Background: an optimization exercise with open tools, aiming at small area, a short achievable clock period and few clock cycles. Do not read the settings as production practice. At most, simulation tests tie the RTL to the original design; equivalence was not proved. No functional check of the RTL was part of run 2.

==> flow/config.mk <==
export PLATFORM = sky130hd
export DESIGN_NAME = IMC
export DESIGN_NICKNAME = IMC
export VERILOG_FILES = /design/flow/design.v
export SDC_FILE = /design/flow/constraint.sdc
export NUM_CORES = 4
export LEC_CHECK = 0
export CAP_MARGIN = 20
export CORE_MARGIN = 2
export CORE_UTILIZATION = 40
export SLEW_MARGIN = 20
==> flow/constraint.sdc <==
create_clock -name core_clock -period 33.0 [get_ports {clk}]
set_input_delay 6.6000 -clock core_clock [delete_from_list [all_inputs] [get_ports {clk}]]
set_output_delay 6.6000 -clock core_clock [all_outputs]
set_load 0.01 [all_outputs]
==> flow/run.sh <==
#!/bin/bash
# synth_recipe.tcl (not shown) runs the flow's synth.tcl, then flattens the netlist and writes it again
# the make line also repeats each setting of config.mk as NAME=value (left out here)
make -C /OpenROAD-flow-scripts/flow DESIGN_CONFIG=/design/flow/config.mk WORK_HOME=/design/flow/orfs CLKGATE_MAP_FILE= SYNTH_SCRIPT=/design/flow/synth_recipe.tcl finish
==> flow/design.v <==
module IMC(
    clk,
    rst_n,
    IN_VALID,
    IN,
    OUT_VALID,
    OUT
    );
input           clk, rst_n, IN_VALID;
input [ 3:0]  IN;
output  reg OUT_VALID;
output  reg [13:0]  OUT;
parameter 
	s_HOLD = 4'b1111,
	s_RN_0 = 4'b0000,
	s_RN_1 = 4'b0001,
	s_RN_2 = 4'b0010,
	s_RN_3 = 4'b0011,
	s_CALC = 4'b0100,
	s_DET_INVALID = 4'b0101,
	s_ON_0 = 4'b0110,
	s_ON_1 = 4'b0111,
	s_ON_2 = 4'b1000,
	s_ON_3 = 4'b1001;
reg [3:0] current_state, next_state;
reg signed [3:0] a, b, c, d;
wire signed [8:0] det;
wire signed [13:0] e, f, g, h;
assign det = (a*d - b*c);
assign e = $signed({d, 10'b0}) / det;
assign f = -($signed({b, 10'b0}) / det);
assign g = -($signed({c, 10'b0}) / det);
assign h = $signed({a, 10'b0}) / det;
always @(posedge clk) begin
	if(~rst_n) begin
		current_state <= s_RN_0;			
	end else begin
		current_state <= next_state;
	end
end
always @(*) begin
	if(~rst_n) begin
		next_state <= s_RN_0;
	end else begin
		case (current_state)
			s_RN_0:				
				if (IN_VALID) begin
					next_state <= s_RN_1;			
				end else begin
					next_state <= s_RN_0;
				end
			s_RN_1:
				next_state <= s_RN_2;
			s_RN_2:
				next_state <= s_RN_3;				
			s_RN_3:
				next_state <= s_CALC;
			s_CALC:				
				if (det == 0) begin
					next_state <= s_DET_INVALID;	
				end else begin
					next_state <= s_ON_0;
				end
			s_DET_INVALID:
				next_state <= s_RN_0;
			s_ON_0:
				next_state <= s_ON_1;
			s_ON_1:
				next_state <= s_ON_2;
			s_ON_2:
				next_state <= s_ON_3;	
			s_ON_3:
				next_state <= s_RN_0;	
			default : next_state <= s_RN_0;
		endcase
	end
end
always @(posedge clk) begin
	OUT_VALID <= 1'b0;
	OUT <= 14'b0;
	case (current_state)
		s_RN_0:			
			a <= IN;
		s_RN_1:
			b <= IN;
		s_RN_2:
			c <= IN;			
		s_RN_3:
			d <= IN;
		s_CALC: begin				
		end
		s_DET_INVALID: begin
			OUT_VALID <= 1'b1;
			OUT <= 14'b0;
		end
		s_ON_0: begin
			OUT_VALID <= 1'b1;
			OUT <= e[13:0];
		end
		s_ON_1: begin
			OUT_VALID <= 1'b1;
			OUT <= f[13:0];				
		end				
		s_ON_2: begin
			OUT_VALID <= 1'b1;				
			OUT <= g[13:0];
		end				
		s_ON_3: begin
			OUT_VALID <= 1'b1;	
			OUT <= h[13:0];
		end
		default: begin  
			OUT_VALID <= 1'b0;
			OUT <= 0;
		end
	endcase
end
endmodule
==> results by group, run 1 <==
Outcome
  – Run status: no timing/DRC/antenna violations

Global routing
  – Remaining global-route overflow: 0
  – GRT Total Usage: 0.242
  – Vias in the first global route: 18600
  – First-pass GRT wire length: 98.2 mm
  – Initial antenna violation count: 0
  – Pin count of the biggest net entering global routing: 79

Logic synthesis
  – Post-Syn Area: 19100 um2
  – Async set-or-reset flop fraction in the synthesized netlist: 0
  – Number of flops mapped to enable cells by yosys: 16
  – Library cells used by synthesis: 110
  – Top FF cell, synth: sky130_fd_sc_hd__dfxtp_1
  – Syn. warnings: 1
  – Instance count of the mapped netlist: 2612
  – Average size of a mapped cell: 7.32 um2
  – Yosys reg bits: 35
  – Sequential element share of the synthesized area: 0.0450

Min path
  – Origin of the worst min-delay path: current_state[1]$_SDFF_PN0_
  – Worst hold stages: 2
  – HP Class: reg -> reg
  – Hold-critical path endpoint: current_state[0]$_SDFF_PN0_

Setup path
  – Buf+Inv Stages, Crit Path: 7
  – Data required time of the critical path: 33.10 ns
  – Worst endpoint data arrival time: 31.00 ns
  – Worst Path Max Fanout: 17
  – Worst Setup Path Type: reg -> reg
  – Worst setup SP type: flip-flop
  – Critical Path Slowest Stage Cell: sky130_fd_sc_hd__fa_2
  – Startpoint of the worst register-to-register path: a[3]$_DFFE_PN_
  – Minimum setup slack among reg-to-reg paths: 2.10 ns
  – Category of cells accounting for the largest share of critical-path delay: compound AO/OA/AOI/OAI gates
  – Largest stage delay on the critical path: 0.67 ns
  – Critical path capture point type: flip-flop
  – Most used cell along the critical path: sky130_fd_sc_hd__ha_1
  – Reg-to-reg critical path endpoint: OUT[13]$_DFF_P_
  – Reg2reg path depth: 134
  – CP Depth: 134

Timing
  – Layout Skew: 0.00766 ns
  – # setup viols final: 0
  – Minimum period implied by the final worst setup slack: 30.90 ns
  – Final Hold Slack: 0.632 ns
  – FMAX: 32.4 MHz
  – Final hold vios: 0
  – Transition at the pin with the smallest max-transition slack: 1.17 ns
  – Setup TNS Final: 0 ns
  – Final worst-path setup slack: 2.10 ns
  – Relative max-transition margin: 0.216
  – Max-slew violation count: 0
  – Post-route clock period utilization: 0.936

CTS
  – TritonCTS clock tree: built
  – Clock latency reported for the late side of the worst-skew pair: 0.29 ns
  – Number of buffers inserted during clock tree synthesis: 5
  – Clock-pin slew of the registers on the worst-case setup and hold paths: 0.06 ns
  – CTS H-tree depth: 2
  – Clock root cell: sky130_fd_sc_hd__clkbuf_16
  – Clock Path Buffers: 2
  – Sinks on Clock Net: 35
  – CTS Hold Buffers Added: 0

Detailed routing
  – Total wire length after detailed routing: 62.5 mm
  – Routed length on met1: 29.4 mm
  – Via-to-Cell Ratio: 5.92
  – Wire length per cell: 18.9 um
  – Overall via count from detail_route: 19600
  – Antenna-violating nets left: 0
  – Count of routing violations after the opening detailed-route iteration: 1275
  – Top layer in use: met4
  – Pre-Repair DR Iteration Count: 5
  – Met2 Routed Length: 28.9 mm
  – Wire length on met3: 2.38 mm
  – Number of remaining DRC errors: 0

Place
  – Detail Placement HPWL: 48.6 mm
  – Count of port buffers added during placement: 21
  – Pre-CTS WS: 0.786 ns
  – Gp weighted congestion: 0.936
  – Cell area after placement: 20500 um2

Floorplan
  – Io pins: 22
  – Die outline area: 49600 um2
  – Placement row count: 80
  – Die Y-Extent: 223 um
  – Effective utilization at floorplan: 0.403
  – Die W: 223 um
  – Core Box Area: 47400 um2

Job
  – Maximum capacitance violations: 0

Layout
  – Flip-flop and latch area: 861 um2
  – Filler cell count in the final layout: 4846
  – Layout cells sized above 1: 0.103
  – Area growth syn-to-layout: 10.7%
  – Antenna cells: 0
  – Area used by multi-input combinational logic: 17900 um2
  – Layout Cell Area excl Fill: 21200 um2
  – Final nets: 3057
-- repair_timing --
item / 4_1_cts / 5_1_grt
setup buffers: 0 / 26
setup endpoints to repair: 0 / 14
gates resized for setup: 0 / 63
-- layout by cell type, fill, tap and decap left out, types with 45 or more instances in the layout --
cell type,netlist,routed
sky130_fd_sc_hd__xnor2_1,150,146
sky130_fd_sc_hd__nand3_1,58,58
sky130_fd_sc_hd__nor3_1,71,66
sky130_fd_sc_hd__a21o_1,110,109
sky130_fd_sc_hd__ha_1,323,321
sky130_fd_sc_hd__nor2_1,238,234
sky130_fd_sc_hd__o21ai_0,165,161
sky130_fd_sc_hd__buf_4,0,84
sky130_fd_sc_hd__o21a_1,62,61
sky130_fd_sc_hd__nand2_1,236,234
sky130_fd_sc_hd__xor2_1,74,71
sky130_fd_sc_hd__conb_1,1,45
sky130_fd_sc_hd__inv_1,147,145
sky130_fd_sc_hd__a21oi_1,188,183
sky130_fd_sc_hd__nand2b_1,53,53
sky130_fd_sc_hd__mux2_2,58,58
-- worst max path at each step --
| stage | slack (ns) | to | start |
|---|---|---|---|
| CTS | 0.63 | OUT[10]$_DFF_P_ | b[3]$_DFFE_PN_ |
| global placement | 1.56 | OUT[10]$_DFF_P_ | b[3]$_DFFE_PN_ |
| finish | 2.10 | OUT[13]$_DFF_P_ | a[3]$_DFFE_PN_ |
| global route | -0.11 | OUT[10]$_DFF_P_ | a[3]$_DFFE_PN_ |
| detailed placement | 0.79 | OUT[10]$_DFF_P_ | b[3]$_DFFE_PN_ |
| floorplan | 2.21 | OUT[10]$_DFF_P_ | b[3]$_DFFE_PN_ |
-- through the flow --
step | cells | utilization
4_1_cts | 3285 | 0.436
3_3_place_gp | 3277 | 0.432
3_5_place_dp | 3277 | 0.432
5_1_grt | 3312 | 0.446
6_report | 3312 | 0.446
2_1_floorplan | 2656 | -
-- worst reg2reg max path: cells and delay by family (launching register included) --
kind / cells / cell delay, ns
buffers and inverters: 7 / 1.10
AND/OR/NAND/NOR: 39 / 7.52
flip-flops: 1 / 0.48
XOR/XNOR: 1 / 0.20
adder cells (fa/ha/maj): 21 / 7.32
AO/OA/AOI/OAI: 65 / 13.72
multiplexers: 1 / 0.38
-- cells by family after synthesis --
kind of cell	Yosys count	share of synthesized area
buffers and inverters	226	0.0466
multiplexers	91	0.0524
flip-flops	35	0.0450
XOR/XNOR	228	0.107
other	1	0.000196
AND/OR/NAND/NOR	853	0.215
AO/OA/AOI/OAI	824	0.290
adder cells (fa/ha/maj)	354	0.244
-- synth_stat cells (29+ instances only) --
cell	number	share of area
sky130_fd_sc_hd__a21o_1	110	0.043
sky130_fd_sc_hd__a21oi_1	188	0.049
sky130_fd_sc_hd__a31oi_1	35	0.011
sky130_fd_sc_hd__clkbuf_1	52	0.010
sky130_fd_sc_hd__fa_1	31	0.032
sky130_fd_sc_hd__ha_1	323	0.21
sky130_fd_sc_hd__inv_1	147	0.029
sky130_fd_sc_hd__mux2_2	58	0.034
sky130_fd_sc_hd__mux2i_1	29	0.015
sky130_fd_sc_hd__nand2_1	236	0.046
sky130_fd_sc_hd__nand2b_1	53	0.017
sky130_fd_sc_hd__nand3_1	58	0.015
sky130_fd_sc_hd__nor2_1	238	0.047
sky130_fd_sc_hd__nor2b_1	42	0.014
sky130_fd_sc_hd__nor3_1	71	0.019
sky130_fd_sc_hd__o21a_1	62	0.024
sky130_fd_sc_hd__o21ai_0	165	0.043
sky130_fd_sc_hd__xnor2_1	150	0.069
sky130_fd_sc_hd__xor2_1	74	0.034
-- routing by layer --
metal | GRT usage | vias up
li1 | - | 9736
met1 | 0.328 | 9329
met2 | 0.416 | 455
met3 | 0.0132 | 80
met4 | 0.0695 | 0
met5 | 0 | -
-- cell type report --
type | count | share of cell area
Sequential cell | 35 | 0.0407
Clock inverter | 3 | 0.00207
Inverter | 152 | 0.0273
Multi-Input combinational cell | 2395 | 0.846
Tap cell | 615 | 0.0363
Timing Repair Buffer | 107 | 0.0416
Clock buffer | 5 | 0.00591
-- sequential cells by signal, indices dropped and copies added (netlist names) --
signal	cells
OUT	14
a	4
b	4
c	4
current_state	4
d	4
OUT_VALID	1
Testbench counts, summed over its fixed seeds: cycles 119,046.
==> run 2, diff against run 1 <==
==> flow/design.v (replaced) <==
module IMC(
    clk,
    rst_n,
    IN_VALID,
    IN,
    OUT_VALID,
    OUT
    );
input           clk, rst_n, IN_VALID;
input  [ 3:0]   IN;
output reg      OUT_VALID;
output reg [13:0] OUT;
localparam J1 = 3;             
localparam J2 = 4;             
localparam J3 = 10 - J1 - J2;  
reg  [3:0] t;                  
reg  signed [3:0] a, b, c, d;  
wire signed [8:0] det = a * d - b * c;
wire        dneg = det[8];
wire [6:0]  dmag = dneg ? (~det[6:0] + 7'd1) : det[6:0];
wire        nonsing = |det;
reg  [3:0] x;
always @(*) begin
    case (t[1:0])
        2'd0: x = d;
        2'd1: x = b;
        2'd2: x = c;
        default: x = a;
    endcase
end
wire [3:0] xmag = x[3] ? (~x + 4'd1) : x;
wire       xneg = x[3] ^ dneg ^ (t[1:0] == 2'd1 || t[1:0] == 2'd2);
reg  [6:0] D;                  
reg  [7:0] ra;
reg  [3+J1:0] qa;
reg  [7:0] r_s;
integer i;
always @(*) begin
    r_s = 8'd0;
    for (i = 0; i < 4 + J1; i = i + 1) begin
        r_s = {r_s[6:0], (i < 4) ? xmag[3 - i] : 1'b0};
        qa[3 + J1 - i] = (r_s >= {1'b0, dmag});
        if (qa[3 + J1 - i]) r_s = r_s - {1'b0, dmag};
    end
    ra = r_s;
end
reg  [6:0]  rA;
reg  [3+J1:0] qA;
reg         nA;
reg  [7:0] rb;
reg  [J2-1:0] qb;
reg  [7:0] s_b;
always @(*) begin
    s_b = {1'b0, rA};
    for (i = 0; i < J2; i = i + 1) begin
        s_b = {s_b[6:0], 1'b0};
        qb[J2 - 1 - i] = (s_b >= {1'b0, D});
        if (qb[J2 - 1 - i]) s_b = s_b - {1'b0, D};
    end
    rb = s_b;
end
reg  [6:0]  rB;
reg  [3+J1+J2:0] qB;
reg         nB;
reg  [J3-1:0] qc;
reg  [7:0] s_c;
always @(*) begin
    s_c = {1'b0, rB};
    for (i = 0; i < J3; i = i + 1) begin
        s_c = {s_c[6:0], 1'b0};
        qc[J3 - 1 - i] = (s_c >= {1'b0, D});
        if (qc[J3 - 1 - i]) s_c = s_c - {1'b0, D};
    end
end
wire [13:0] qmag = {qB, qc};
wire [13:0] qout = nB ? (~qmag + 14'd1) : qmag;
always @(posedge clk) begin
    if (IN_VALID) begin
        a <= b; b <= c; c <= d; d <= IN;
    end
    D  <= dmag;
    rA <= ra[6:0]; qA <= qa; nA <= xneg;
    rB <= rb[6:0]; qB <= {qA, qb}; nB <= nA;
end
always @(posedge clk) begin
    if (!rst_n) begin
        t <= 4'd0;
        OUT_VALID <= 1'b0;
        OUT <= 14'd0;
    end else begin
        OUT_VALID <= 1'b0;
        OUT <= 14'd0;
        case (t)
            4'd0: t <= IN_VALID ? 4'd1 : 4'd0;
            4'd4: begin
                t <= nonsing ? 4'd5 : 4'd0;
                OUT_VALID <= ~nonsing;
            end
            4'd6, 4'd7, 4'd8, 4'd9: begin
                t <= (t == 4'd9) ? 4'd0 : t + 4'd1;
                OUT_VALID <= 1'b1;
                OUT <= qout;
            end
            default: t <= t + 4'd1;
        endcase
    end
end
endmodule
==> run 2 against run 1 <==
  * Global-route usage fell by 6.3 points
  * Highest routed layer unchanged
  * Wire length fell by 70%
  * Area after synthesis fell by 57%
  * Setup slack improved by 13 ns
  * Critical path depth fell by 57
  * Critical endpoint is now rA[1]$_DFF_P_
  * Synthesized cell count fell by 65%
  * Sequential cell count rose by 41
==> results by group, run 2 <==
Setup path
  – Worst Path Max Fanout: 11 (-6)
  – Reg2reg path depth: 77 (-43%)
  – Worst endpoint data arrival time: 18.47 ns (-12.53 ns)
  – Worst setup SP type: flip-flop
  – Critical path capture point type: flip-flop
  – Worst Setup Path Type: reg -> reg
  – Category of cells accounting for the largest share of critical-path delay: compound AO/OA/AOI/OAI gates
  – Data required time of the critical path: 33.23 ns (+0.13 ns)
  – Most used cell along the critical path: sky130_fd_sc_hd__a21o_1
  – Critical Path Slowest Stage Cell: sky130_fd_sc_hd__fa_1
  – CP Depth: 77 (-43%)
  – Largest stage delay on the critical path: 0.56 ns (-0.11 ns)
  – Buf+Inv Stages, Crit Path: 5 (-2)

Layout
  – Layout Cell Area excl Fill: 9080 um2 (-57%)
  – Layout cells sized above 1: 0.0846 (-0.0181)
  – Leading cell type in the layout, fill and taps excluded: sky130_fd_sc_hd__ha_1
  – Leading registers by flop count: OUT x14, qB x11
  – Antenna cells: 0 (unchanged)
  – Most frequent cells in the layout: sky130_fd_sc_hd__ha_1 (116), sky130_fd_sc_hd__inv_1 (99), sky130_fd_sc_hd__nor2_1 (68)
  – Largest register FFs: 14 (unchanged)
  – Filler cell count in the final layout: 1971 (-59%)
  – Final nets: 1109 (-64%)
  – Flip-flop and latch area: 1680 um2 (+95%)
  – Area growth syn-to-layout: 10.1%
  – Most flop-heavy register: OUT
  – End-of-flow core utilization: 0.449 (+0.00248)
  – Area used by multi-input combinational logic: 6120 um2 (-66%)

Min path
  – Worst hold stages: 0 (-2)
  – HP Class: reg -> reg

CTS
  – Clock root cell: sky130_fd_sc_hd__clkbuf_16
  – Clock Path Buffers: 2 (unchanged)
  – Sinks on Clock Net: 76 (+120%)
  – CTS-repair resized insts: 0 (unchanged)
  – Number of buffers inserted during clock tree synthesis: 9 (+4)
  – Clock latency reported for the late side of the worst-skew pair: 0.35 ns (+0.06 ns)
  – CTS Hold Buffers Added: 0 (unchanged)
  – Post-CTS setup buffers: 0 (unchanged)
  – Clock-pin slew of the registers on the worst-case setup and hold paths: 0.06 ns (about the same)
  – CTS H-tree depth: 3 (+1)
  – TritonCTS clock tree: built

Timing
  – Setup repair after global routing missed its margin: no
  – Final hold vios: 0 (unchanged)
  – Minimum period implied by the final worst setup slack: 18.25 ns (-12.66 ns)
  – Post-route clock period utilization: 0.553 (-0.384)
  – # setup viols final: 0 (unchanged)
  – FMAX: 54.8 MHz (+69%)
  – Layout Skew: 0.00969 ns (+0.00203 ns)
  – Transition at the pin with the smallest max-transition slack: 0.834 ns (-0.332 ns)
  – Setup TNS Final: 0 ns (unchanged)
  – Max-slew violation count: 0 (unchanged)
  – Relative max-transition margin: 0.442 (+0.227)

Global routing
  – Met1 Track Usage GR: 0.255 (-0.0724)
  – Initial antenna violation count: 0 (unchanged)
  – Met3 layer usage reported by global route: 0.0324 (+0.0192)
  – Vias in the first global route: 6355 (-66%)
  – Pin count of the biggest net entering global routing: 18 (-77%)
  – Remaining global-route overflow: 0 (unchanged)
  – First-pass GRT wire length: 31.7 mm (-68%)
  – Most used routing layer in global routing: met2
  – GRT Total Usage: 0.179 (-0.0630)
  – Global Route met2 Usage: 0.290 (-0.126)

Floorplan
  – Core Box Area: 20200 um2 (-57%)
  – Placement row count: 52 (-35%)
  – Die outline area: 21800 um2 (-56%)
  – Die W: 148 um (-34%)
  – Io pins: 22 (unchanged)
  – Die Y-Extent: 148 um (-34%)
  – Effective utilization at floorplan: 0.408 (+0.00456)

Detailed routing
  – Total wire length after detailed routing: 18.5 mm (-70%)
  – Number of remaining DRC errors: 0 (unchanged)
  – Wire length per cell: 15.1 um (-20%)
  – Overall via count from detail_route: 6367 (-68%)
  – Antenna-violating nets left: 0 (unchanged)
  – Count of routing violations after the opening detailed-route iteration: 304 (-76%)
  – Via-to-Cell Ratio: 5.19 (-12%)
  – Pre-Repair DR Iteration Count: 5 (unchanged)

Logic synthesis
  – Async set-or-reset flop fraction in the synthesized netlist: 0 (unchanged)
  – Most frequently used cell type in the post-synthesis netlist: sky130_fd_sc_hd__ha_1
  – Number of flops mapped to enable cells by yosys: 16 (unchanged)
  – Post-Syn Area: 8250 um2 (-57%)
  – Top FF cell, synth: sky130_fd_sc_hd__dfxtp_1
  – Yosys reg bits: 76 (+120%)
  – Instance count of the mapped netlist: 922 (-65%)
  – Sequential element share of the synthesized area: 0.204 (+0.159)
  – Syn. warnings: 1 (unchanged)
  – Commonest cells in the synthesized netlist: sky130_fd_sc_hd__ha_1 (116), sky130_fd_sc_hd__inv_1 (99), sky130_fd_sc_hd__nor2_1 (68)
  – Leading area contributor after synthesis: sky130_fd_sc_hd__ha_1
  – Main area contributors after synthesis: sky130_fd_sc_hd__ha_1 (18%), sky130_fd_sc_hd__dfxtp_1 (15%), sky130_fd_sc_hd__fa_1 (8.3%)
  – Library cells used by synthesis: 75 (-32%)
  – Average size of a mapped cell: 8.95 um2 (+22%)
  – Area share of the leading cell type in the synthesized netlist: 0.176 (-0.0354)

Place
  – Gp weighted congestion: 0.874 (-6.6%)
  – Count of port buffers added during placement: 21 (unchanged)
  – Detail Placement HPWL: 14.8 mm (-70%)
  – Cell area after placement: 8800 um2 (-57%)

Outcome
  – Run status: no timing/DRC/antenna violations

Job
  – Maximum capacitance violations: 0 (unchanged)
[run 2: per-stage QoR]
step / setup WS (ns) / instances / hold slack [ns]
2_1_floorplan: 16.35 / 922 / 0.310
3_3_place_gp: 14.98 / 1211 / 0.311
3_5_place_dp: 14.54 / 1211 / 0.313
4_1_cts: 14.48 / 1227 / 0.328
5_1_grt: 13.35 / 1227 / 0.334
6_report: 14.75 / 1227 / 0.329
[run 2: routing by layer]
layer | up-vias | share of wire
met3 | 16 | 0.038
met4 | 0 | 0.0089
met5 | - | 0
met1 | 2934 | 0.51
met2 | 116 | 0.44
li1 | 3301 | -
[run 2: kinds of logic (layout without fill, tap and decap cells)]
| logic type | Yosys count | after routing | share of synthesized area |
|---|---|---|---|
| compound gates | 222 | 222 | 0.187 |
| buf+inv | 113 | 148 | 0.0545 |
| flops | 76 | 76 | 0.204 |
| simple gates | 228 | 228 | 0.137 |
| xor+xnor | 89 | 89 | 0.0972 |
| mux | 44 | 44 | 0.0617 |
| fa+ha+maj | 150 | 150 | 0.258 |
[run 2: path summary, 6_finish.rpt]
check	start	endpoint	slack, ns
hold reg to reg	qA[1]$_DFF_P_	qB[5]$_DFF_P_	0.33
hold / removal	qA[1]$_DFF_P_	qB[5]$_DFF_P_	0.33
setup / recovery	b[3]$_DFFE_PP_	rA[1]$_DFF_P_	14.75
setup reg to reg	b[3]$_DFFE_PP_	rA[1]$_DFF_P_	14.75
[run 2: area by class of cell]
type	instances	share of cell area
Clock buffer	10	0.0252
Clock inverter	6	0.00441
Inverter	103	0.0437
Multi-Input combinational cell	733	0.675
Sequential cell	76	0.185
Tap cell	270	0.0372
Timing Repair Buffer	29	0.0298
[run 2: worst reg2reg max path: cells and delay by family (launching register included)]
kind,cells,cell delay (ns)
compound gates,36,7.49
buf+inv,5,0.34
fa+ha+maj,12,4.62
xor+xnor,1,0.50
flops,1,0.49
simple gates,17,2.97
mux,6,1.76

separate check: timing with driven ports:
The results above use ideal ports. As a check the final layouts listed here were re-extracted and re-timed, cells and wires unchanged. Step 1 assumes that a clkbuf_16 drives the clock port and a buf_2 every other input. Step 2, shift: input delay + t, output delay - t, t = (earliest + latest rising clock arrival at the registers) / 2. This alone moves slack from input paths to output paths. Three values: no drivers, after step 1, after step 2; two values: the first two.
run | shift t [ns] | slack for setup (ns) | latest minus earliest clock arrival (ns)
run 1 | 0.336 | 2.098 / 2.098 / 2.098 | 0.008 / 0.007
run 2 | 0.377 | 14.754 / 14.754 / 14.754 | 0.009 / 0.010
After both steps every run listed still meets setup and hold.
